Source: an optimization exercise on an open RTL-to-GDS flow (aim: small area, a short achievable clock period and few clock cycles). Production flows keep margins and buffers that such runs may drop.
The RTL was checked by simulation tests, not by an equivalence proof against the original design.
Power and IR drop assume default switching activity.

Setup of v42:
## mul_unit
module mul_unit
    (
        input logic clk,
        input logic rst,
        input logic [1:0] issue_fn3,
        input logic [31:0] rs1,
        input logic [31:0] rs2,
        input logic issue_new_request,
        input logic [3:0] issue_id,
        output logic issue_ready,
        input logic wb_ack,
        output logic wb_done,
        output logic [3:0] wb_id,
        output logic [31:0] wb_rd
    );
==> flow/config.mk <==
export PLATFORM = sky130hd
export DESIGN_NAME = mul_unit
export DESIGN_NICKNAME = mul_unit
export VERILOG_FILES = /design/flow/design.v
export SDC_FILE = /design/flow/constraint.sdc
export NUM_CORES = 4
export LEC_CHECK = 0
export CAP_MARGIN = 20
export CORE_MARGIN = 2
export CORE_UTILIZATION = 40
export SETUP_SLACK_MARGIN = 4
export SLEW_MARGIN = 20
==> flow/constraint.sdc <==
create_clock -name core_clock -period 10.0 [get_ports {clk}]
set_input_delay 2.0000 -clock core_clock [delete_from_list [all_inputs] [get_ports {clk}]]
set_output_delay 2.0000 -clock core_clock [all_outputs]
set_load 0.01 [all_outputs]
run.sh (not shown) runs the stock make flow with config.mk's settings and CLKGATE_MAP_FILE= SYNTH_SCRIPT=/design/flow/synth_recipe.tcl, a recipe that flattens the netlist after the stock synthesis.
Testbench counts of v42, summed over its fixed seeds: cycles 16,008.
The following lists how v28 was set up differently from v42:
==> flow/flow/run.sh (new file) <==
#!/bin/bash
# Standard ORFS layout (the standard.sh), with the port buffers that
# buffer_ports inserts made plain buffers instead of the default delay cells.
cp standard.sh standard_sh_copy.log
export BUFFER_PORTS_ARGS="-buffer_cell sky130_fd_sc_hd__buf_4"
bash standard.sh > standard.log 2>&1
status=$?
tail -50 standard.log
exit $status
==> flow/standard.sh (new file) <==
#!/bin/bash
# synth_recipe.tcl (not shown) runs the flow's synth.tcl, then flattens the netlist and writes it again
# the make line also repeats each setting of config.mk as NAME=value (left out here)
make -C /OpenROAD-flow-scripts/flow DESIGN_CONFIG=/design/flow/config.mk WORK_HOME=/design/flow/orfs CLKGATE_MAP_FILE= SYNTH_SCRIPT=/design/flow/synth_recipe.tcl "${@:-finish}"
removed: flow/run.sh
==> comparison <==
From v28 to v42, deepest level of the CTS H-tree did not move at all.
v28 vs. v42: non-clock buffer count went down 155, final design area excluding fillers -about 8%, routed wire length shrank by 7200 um.
Here is what was changed in the inputs of v40 compared with v28.
- SETUP_SLACK_MARGIN changed from 4 to 4.5
Results
Every run in the comparison, v40 and v28, completed the flow with a clean layout. v40 and v28 ended up with roughly the same number of cells in the design after placement. Against v28, v40 reports a net switching power figure that is higher. Taking v28 as the reference, in v40 area added between synthesis and finish up 18 points, via count up 5.4%, clock skew up 0.0032 ns, wire length up about 11%. Summary of v40 over v28: utilization moved up; setup slack moved up. What v40 reported for first-pass GRT wire length has to be multiplied by 0.907 to get the figure for v28. Looking at total power across v40 and v28, the one that comes out higher is v40.
Inputs modified between v40 and v21:
- swapping 4.5 for 5 in SETUP_SLACK_MARGIN
==> flow/run.sh (new file) <==
#!/bin/bash
# synth_recipe.tcl (not shown) runs the flow's synth.tcl, then flattens the netlist and writes it again
# the make line also repeats each setting of config.mk as NAME=value (left out here)
make -C /OpenROAD-flow-scripts/flow DESIGN_CONFIG=/design/flow/config.mk WORK_HOME=/design/flow/orfs CLKGATE_MAP_FILE= SYNTH_SCRIPT=/design/flow/synth_recipe.tcl finish
removed: flow/flow/run.sh
removed: flow/standard.sh
### Flow results
v21 reached the final stage; the timing, DRC and antenna checks on its layout passed. v21 reports its destination of the critical timing path as cut_q[15] while v40 reports cut_q[62]. The run showing the smaller layout overhead on the synthesized area is v40. Portion of the layout cell area used by non-clock buffers sits higher in v21 than in v40. v21: final estimated routing congestion in global placement 3.0% above v40. Initial antenna violation count delta for v21 relative to v40: 2 lower. [compare] base=v40 new=v21: sequential power neither gained nor lost much; setup slack of the critical path after layout lost 0.023 ns; total power picked up an extra 12%. Routed wire in v21 totals more than in v40.
#### Input delta (v4 over v21)
- swapping 5 for 3.5 in SETUP_SLACK_MARGIN
==> flow/flow/run.sh (new file) <==
#!/bin/bash
# The standard ORFS layout (standard.sh) with two changes:
#  - SYNTH_ARGS=-noabc: Yosys's synth skips its quick "abc -fast" pass, so
#    the full adders written in the RTL reach extract_fa as written; the
#    registers are the same as the standard synthesis's;
#  - the port buffers that buffer_ports inserts are plain buffers
#    (buf_4) instead of the default delay cells.
cp standard.sh standard_sh_copy.log
export BUFFER_PORTS_ARGS="-buffer_cell sky130_fd_sc_hd__buf_4"
bash standard.sh SYNTH_ARGS=-noabc finish > standard.log 2>&1
status=$?
tail -50 standard.log
exit $status
==> flow/standard.sh (new file) <==
#!/bin/bash
# synth_recipe.tcl (not shown) runs the flow's synth.tcl, then flattens the netlist and writes it again
# the make line also repeats each setting of config.mk as NAME=value (left out here)
make -C /OpenROAD-flow-scripts/flow DESIGN_CONFIG=/design/flow/config.mk WORK_HOME=/design/flow/orfs CLKGATE_MAP_FILE= SYNTH_SCRIPT=/design/flow/synth_recipe.tcl "${@:-finish}"
removed: flow/run.sh
==> results.txt <==
In the metrics for v21 and v4, the one carrying the lower number of signal-net buffers in the layout is v4.
For v21, the source of the critical timing path was rs2[5], unlike v4, where it was issue_fn3[1].
Remaining max-slew budget at the tightest pin: v4 worse than v21
[compare] base=v21 new=v4: met2 track demand over resource in global routing dropped 9.1 points; wire length of the first global-routing pass decreased about 20%; total via count after detailed routing saw a decrease.
v4 ended up with fewer standard cells than v21.
In terms of sequential power, v21 and v4 differ only marginally.
Compound-cell area share of the yosys netlist: v4 vs v21 down 0.49 points
On fraction of power consumed by combinational cells: v4 sits below v21.
v4 — worst-case register-to-register setup slack 0.52 ns lower, v21 as reference
v4 | status: complete | timing, DRC, antenna: pass
### v4 -> v22
- SETUP_SLACK_MARGIN changed from 3.5 to 4
[summary]
HPWL reported at the end of detailed placement (v22 vs. v4) decreases slightly. When v22 is set beside v4, its clock latency on the worst-skew pair turns out to be 0.02 ns smaller. Looking at buffer count excluding the clock tree in the final layout, v22 sits 43 higher than v4 does. In v22, the final critical-path share of the clock period came out 4.7 points below the value in v4. Summary of the comparison: number of signal-net inverters in the final layout is higher in v22, relative to v4. As far as post-synthesis share of cell area spent on full adders, half adders and majority gates goes, v22 and v4 are indistinguishable; the numbers are identical. Worst path required time on v22 is down relative to v4. In v22, instance count on the critical path is lower than in v4. Looking at clock share of power, v22 sits 1.1 points lower than v4 does. [compare] base=v4 new=v22: post-route standard cell area excluding fillers now sits higher; total number of vias now sits higher.

re-timing with driven ports:
No port has a modelled driver above. Below, the same layouts with a new extraction and two added sets of constraints. Step 1, drivers: a clkbuf_16 drives clk and a buf_2 each remaining input, both assumed. Step 2 times the ports against the registers' clock, not the clock port: input delays grow and output delays shrink by t, the midpoint of the rising clock arrivals with the driver on. Slacks: ideal ports / drivers / drivers and shift; pairs: ideal ports / drivers.
run | t (ns) | setup WS [ns] | worst setup path at the end | worst register clock-pin slew, ns | pins driven straight from the clock port
v42 | 0.489 | 3.990 / 4.019 / 3.529 | input to register | 0.06 / 0.06 | 1
v28 | 0.485 | 4.026 / 3.930 / 3.445 | input to register | 0.07 / 0.07 | 1
v40 | 0.488 | 4.108 / 4.118 / 3.630 | input to register | 0.07 / 0.07 | 1
v21 | 0.465 | 4.085 / 4.082 / 3.617 | input to register | 0.06 / 0.06 | 1
v4 | 0.513 | 3.550 / 3.578 / 3.065 | input to register | 0.07 / 0.07 | 1
v22 | 0.506 | 4.023 / 3.962 / 3.456 | input to register | 0.07 / 0.07 | 1
After both steps setup and hold are still met in every run listed. The setup slack of v28, which loses most, moves by -0.096 ns with the drivers and by -0.581 ns with both steps.
